What follows belongs to an exercise in optimizing a design on an open flow for small area, a short achievable clock period and few clock cycles per item; a production flow would make more cautious choices. The RTL was checked by simulation tests, not by an equivalence proof against the original design. Power figures rest on the tool's default switching activity, not on a simulated workload.

### flow/config.mk
export PLATFORM = sky130hd
export DESIGN_NAME = product_gen
export DESIGN_NICKNAME = product_gen
export VERILOG_FILES = /design/flow/design.v
export SDC_FILE = /design/flow/constraint.sdc
export NUM_CORES = 4
export LEC_CHECK = 0
export CAP_MARGIN = 20
export CORE_MARGIN = 2
export CORE_UTILIZATION = 40
export SLEW_MARGIN = 20
### flow/constraint.sdc
create_clock -name core_clock -period 5.0 [get_ports {clk}]
set_input_delay 1.0000 -clock core_clock [delete_from_list [all_inputs] [get_ports {clk}]]
set_output_delay 1.0000 -clock core_clock [all_outputs]
set_load 0.01 [all_outputs]
### flow/design.v
module product_gen
#(
parameter WORD_SIZE=29
)
(
  input wire clk,
  output reg[2*WORD_SIZE-1:0] sum1,
  input wire[WORD_SIZE-1:0] min,
  input wire[WORD_SIZE-1:0]q
);
  wire[2*WORD_SIZE-1:0] sum;
  wire [WORD_SIZE-1:0] temp[WORD_SIZE:1];
  wire [WORD_SIZE-1:0] ptemp[WORD_SIZE-1:1];
  row_gen #(.WORD_SIZE(WORD_SIZE)) r_first (clk,ptemp[1], temp[1], sum[0], min, {WORD_SIZE{1'b0}}, q[0]);
  genvar c;
  generate 
    for(c=2;c<=WORD_SIZE-1;c++) begin:row_inst
      row_gen #(.WORD_SIZE(WORD_SIZE)) r_intermediate (clk, ptemp[c], temp[c], sum[c-1], temp[c-1], ptemp[c-1], q[c-1]);
    end
  endgenerate
  row_gen #(.WORD_SIZE(WORD_SIZE)) r_last (clk,sum[2*WORD_SIZE-1:WORD_SIZE], temp[WORD_SIZE], sum[WORD_SIZE-1], temp[WORD_SIZE-1], ptemp[WORD_SIZE-1], q[WORD_SIZE-1]);
always@(posedge clk)
begin
  sum1<=sum;
end
endmodule
module row_gen
#(
parameter WORD_SIZE = 29
)
(
input wire clk,
output reg[WORD_SIZE-1:0] ppo1,
output reg[WORD_SIZE-1:0] mout1,
output reg sum1,
input wire[WORD_SIZE-1:0] min,
input wire[WORD_SIZE-1:0] ppi,
input wire q
);
wire[28:0] ppo;
wire[28:0] mout;
wire sum;
wire c[WORD_SIZE-1:1];
block b_first (clk,sum,c[1],mout[0],min[0],ppi[0],q,1'b0);
genvar d;
  generate 
    for(d=2;d<=WORD_SIZE-1;d++) begin:block_inst
      block  b_intermediate (clk, ppo[d-2], c[d], mout[d-1], min[d-1], ppi[d-1], q, c[d-1]);
    end
endgenerate
block b_last (clk,ppo[WORD_SIZE-2], ppo[WORD_SIZE-1], mout[WORD_SIZE-1], min[WORD_SIZE-1], ppi[WORD_SIZE-1], q, c[WORD_SIZE-1]);
always@(posedge clk)
begin
  ppo1<=ppo;
  mout1<=mout;
  sum1<=sum;
end
endmodule
module block(
input wire clk,
output reg ppo1,  
output reg cout1,  
output reg mout1,  
input wire min,  
input wire ppi,  
input wire q,  
input wire cin  
);
wire ppo;
wire cout;
wire mout;
wire temp;
and(temp,min,q);
full_adder FA(clk,ppo,cout,ppi,temp,cin);
or(mout,min,1'b0);
always@(posedge clk)
begin
  ppo1<=ppo;
  cout1<=cout;
  mout1<=mout; 
end
endmodule
module full_adder(
input wire clk,
output reg sum1,
output reg cout1,
input wire in1,
input wire in2,
input wire cin
);
wire sum;
wire cout;
wire temp1;
wire temp2;
wire temp3;
xor(sum,in1,in2,cin);
and(temp1,in1,in2);
and(temp2,in1,cin);
and(temp3,in2,cin);
or(cout,temp1,temp2,temp3);
always@(posedge clk)
begin
  sum1<=sum;
  cout1<=cout;
end
endmodule
### flow/run.sh
#!/bin/bash
# synth_recipe.tcl (not shown) runs the flow's synth.tcl, then flattens the netlist and writes it again
# the make line also repeats each setting of config.mk as NAME=value (left out here)
make -C /OpenROAD-flow-scripts/flow DESIGN_CONFIG=/design/flow/config.mk WORK_HOME=/design/flow/orfs CLKGATE_MAP_FILE= SYNTH_SCRIPT=/design/flow/synth_recipe.tcl finish
==> notes.md <==
-- state kept, by name (all words and copies together) (netlist names), 28 cells and up --
| name | flops |
|---|---|
| row_inst.r_intermediate.mout1 | 783 |
| sum1 | 58 |
| r_first.ppo1 | 28 |
| r_first.mout1 | 29 |
| row_inst.r_intermediate.ppo1 | 783 |
| row_inst.r_intermediate.block_inst.b_intermediate.mout1 | 729 |
| row_inst.r_intermediate.block_inst.b_intermediate.FA.cout1 | 729 |
| row_inst.r_intermediate.block_inst.b_intermediate.ppo1 | 729 |
| r_last.ppo1 | 29 |
| row_inst.r_intermediate.block_inst.b_intermediate.cout1 | 729 |
| row_inst.r_intermediate.block_inst.b_intermediate.FA.sum1 | 729 |
-- cells by family after synthesis --
| kind of cell | synth area share [%] |
|---|---|
| AND/OR/NAND/NOR | 2.23 |
| adder cells (fa/ha/maj) | 10.8 |
| flip-flops | 78.7 |
| buffers and inverters | 8.35 |
-- worst reg2reg max path: stages, from the launching register on --
cell and delay (ps):
dfxtp_1 370, nand2_1 90, fa_1 550, inv_1 30
-- Yosys cell counts --
| library cell | instances |
|---|---|
| dfxtp_1 | 5857 |
| inv_1 | 3132 |
| fa_1 | 783 |
| nand2_1 | 783 |
| and2_1 | 42 |
| buf_6 | 29 |
| ha_1 | 29 |
| buf_2 | 28 |
| buf_4 | 28 |
| and2_2 | 9 |
| and2_4 | 7 |
| buf_8 | 1 |
| clkbuf_2 | 1 |
-- report_power, final --
part / total, mW / internal [mW] / switching [mW]
Combinational: 8.85 / 3.53 / 5.32
Sequential: 61.8 / 59.1 / 2.61
Clock: 39.4 / 23.2 / 16.3
-- metal layers --
metal	vias up	share of wire (%)	GRT usage [%]
li1	30809	-	-
met1	28569	38	8.44
met2	729	53	15.7
met3	449	5.8	2.55
met4	18	3.3	3.47
met5	-	0.075	0
-- worst max-delay path by stage --
stage	endpoint	slack [ps]	cells past startpoint	from
2_1_floorplan	row_inst[26].r_intermediate.b_last.FA.sum1$_DFF_P_	3020	5	q[25]
3_3_place_gp	flip-flop	2040	5	q[27]
3_5_place_dp	flip-flop	2020	5	q[27]
4_1_cts	sum1[22]	2030	1	sum1[22]$_DFF_P_
5_1_grt	sum1[2]	2040	1	sum1[2]$_DFF_P_
6_report	sum1[22]	2190	1	sum1[22]$_DFF_P_
-- cell type report --
class                      count  area share, %
sequential                  5857           67.6
multi-input combinational   1653           11.2
clock buffer                 783           9.06
inverter                    3132           6.78
tap                         4972           3.59
clock inverter               157           1.06
timing repair buffer         138          0.747
antenna                        2        0.00289
-- per-stage QoR --
| step | instance area [µm²] | cells | util (%) |
|---|---|---|---|
| after floorplan | 149000 | 10729 | - |
| after global placement | 156000 | 15752 | 41.9 |
| after detailed placement | 156000 | 15752 | 41.9 |
| after CTS | 173000 | 16692 | 46.7 |
| after global routing | 173000 | 16693 | 46.7 |
| final | 173000 | 16694 | 46.7 |
==> notes.md <==
- The flow ran to the end and the layout has no timing, DRC or antenna violations.
- Across every metal layer, demand over resource in global routing totals 8.35%.
- Once the floorplan was initialized, standard cells occupied 40.1% of the core.
- The placeable core region is 0.372 mm².
- The register-to-register setup slack is 3850 ps.
- Synthesis inferred 5857 register bits.
- The clock transition at the registers of the reported paths is 60 ps.
- The required time of the critical path is 4000 ps.
- The number of gates resized after cts is 0.
- For the final routed database, the setup TNS stands at 0 ps.
- The slew at the pin closest to its max-slew limit is 874 ps.
- The via count of the first global-routing pass is 62.6k.
- The kind of path behind the tightest hold check is reg -> reg.
- The final critical delay including setup and external delays is 2810 ps.
- The HPWL after detailed placement is 92600 µm.
- The cell at the root of the clock tree is clkbuf_16.
- The worst-case setup margin in the final layout is 2190 ps.
- The wire length of the first global-routing pass is 272000 µm.
- Setup repair after global routing left no endpoint under its margin.
- The worst reg2reg path depth is 3.
- The number of antenna violations at the first check in global routing came to 13.
- Before CTS, the worst setup slack after placement is 2020 ps.
- After filler insertion, the fill cell instance count of the layout stands at 33.0k.
- The area taken by flip-flops and latches is 0.117 mm².
- The final setup skew is 34.2 ps.
- The area of the multi-input gates is 0.0194 mm².
- The delay contributed by the slowest stage of the critical path is 570 ps.
- The top-level port count is 117.
- At the end of routability-driven placement, the weighted congestion stood at 0.671.
- The maximum count of clock buffers along a single path is 4.
- The area of the mapped netlist is 0.149 mm².
- Yosys attributes the largest share of cell area to dfxtp_1 (79%), fa_1 (11%), inv_1 (7.9%).
- Summing over every cut layer, the via total after detailed routing is 60.6k.
- The total power per unit cell area is 635 mW/mm².
- The worst hold path endpoint is row_inst[28].r_intermediate.mout1[25]$_DFF_P_.
- TritonCTS built the clock tree.
- In the final routed layout, each cell accounts on average for 9.06 µm.
- The total iterations of the first detailed-routing run is 4.
- Traced cell by cell, the critical path runs through clkdlybuf4s50_1.
- The leading area contributor after synthesis is dfxtp_1.
- The worst setup path is captured at an output pin.
- The tool flagged a number of max-cap violations equal to 0.
- The per-instance average area after synthesis is 13.9 µm².
- Sequential elements use 78.7% of the synthesized area.
- Of the post-synthesis cell area, the dominant cell type holds 78.7%.
- VDD sags by at most 378 µV.
- Setup violations remaining at the end of the flow were counted as 0.
- The max-slew violation total from the final report was 0.
- The initialized floorplan defines 224 standard-cell rows.
- By startpoint and endpoint, the worst setup path is classified as reg -> out.
- The H-tree level count is 6.
- The net count of the finished layout is 12.2k.
- Final hold analysis gives a worst-case slack of 296 ps.
- The post-CTS setup buffer count is 0.
- Summed over all layers, the routed wires come to 151000 µm.
- The clock reaches the later pin of the worst-skew pair after 950 ps.
- The top cell types in the final layout, fill and taps aside, are dfxtp_1 (5857), inv_1 (3132), nand2_1 (783), fa_1 (783), clkbuf_16 (551).
- In this run the tool buffered the top-level ports with 116 buffer cells.
- The area added between synthesis and finish is 16.3%.
- The worst hold path was traced through 0 stages.
- The gate count after technology mapping is 10.7k.
- Buffers inserted during clock tree synthesis total 542.
- The leading cell type in the layout, fill and taps excluded is dfxtp_1.
- Counting distinct cell types in the post-synthesis netlist gives 13.
- The largest driver fanout on the critical path is 1.
- The remaining global-route overflow is 0.
- Overall power consumption after layout is estimated at 110 mW.
- The data arrival time at the worst-slack endpoint is 1810 ps.
- The worst register-to-register path begins at row_inst[25].r_intermediate.mout1[9]$_DFF_P_.
- The post-route netlist has 7.31% of its cells at a drive strength greater than 1.
- The final hold violation count was 0.
- The post-detailed-route via-to-cell ratio is 3.63.
- The buffers plus inverters on the worst setup path is 1.
- The family with the most delay on the worst path is buffers and inverters.
- After detailed routing, the number of remaining DRC violations is 0.
- The leakage power figure is 80.6 nW.
- The maximum number of pins on one net before global-route repair is 30.
- The number of hold buffers added after cts is 0.
- The upper clock frequency limit is 356 MHz.
- The worst setup path is launched from a flip-flop.
- The slowest cell on the critical path is clkdlybuf4s50_1.
- The height of the die is 614 µm.
- In the finished design, the share of the clock period the worst path needs comes to 56.2%.
- Synthesis produced a netlist with a net count of 11.6k.
- The detailed router finished its first iteration with 1791 violations.
- The number of clock sinks is 5857.
- Headroom to the max-slew limit came out at 41.5%.
- The detail route stage leaves a number of antenna-violating nets equal to 0.
- The count of warnings emitted by yosys is 4.
- The floorplan step defined a die boundary enclosing 0.378 mm².
- The die is 614 µm wide.
Testbench counts, summed over its fixed seeds: cycles 49,955, items 512.

port drivers added, routing unchanged:
Ports are ideal in the flow. The routed layout listed here was re-timed in OpenROAD. Step 1 assumes that a clkbuf_16 drives the clock port and a buf_2 every other input. Step 2 also shifts input and output timing later by t, the mid clock arrival at the registers, as if the neighbouring blocks saw the same clock. Slacks: ideal / step 1 / step 2; pairs: ideal / step 1.
t (ns): 1.024
slack for setup (ns): 2.192 / 2.101 / 1.976
hold slack, ns: 0.296 / 0.296 / 0.296
clock arrival spread, ns: 0.042 / 0.043
worst slew at a driven data input, ns: 0.15
After both steps this run still meets setup and hold. The setup slack of this run moves by -0.091 ns with the drivers and by -0.216 ns with both steps.
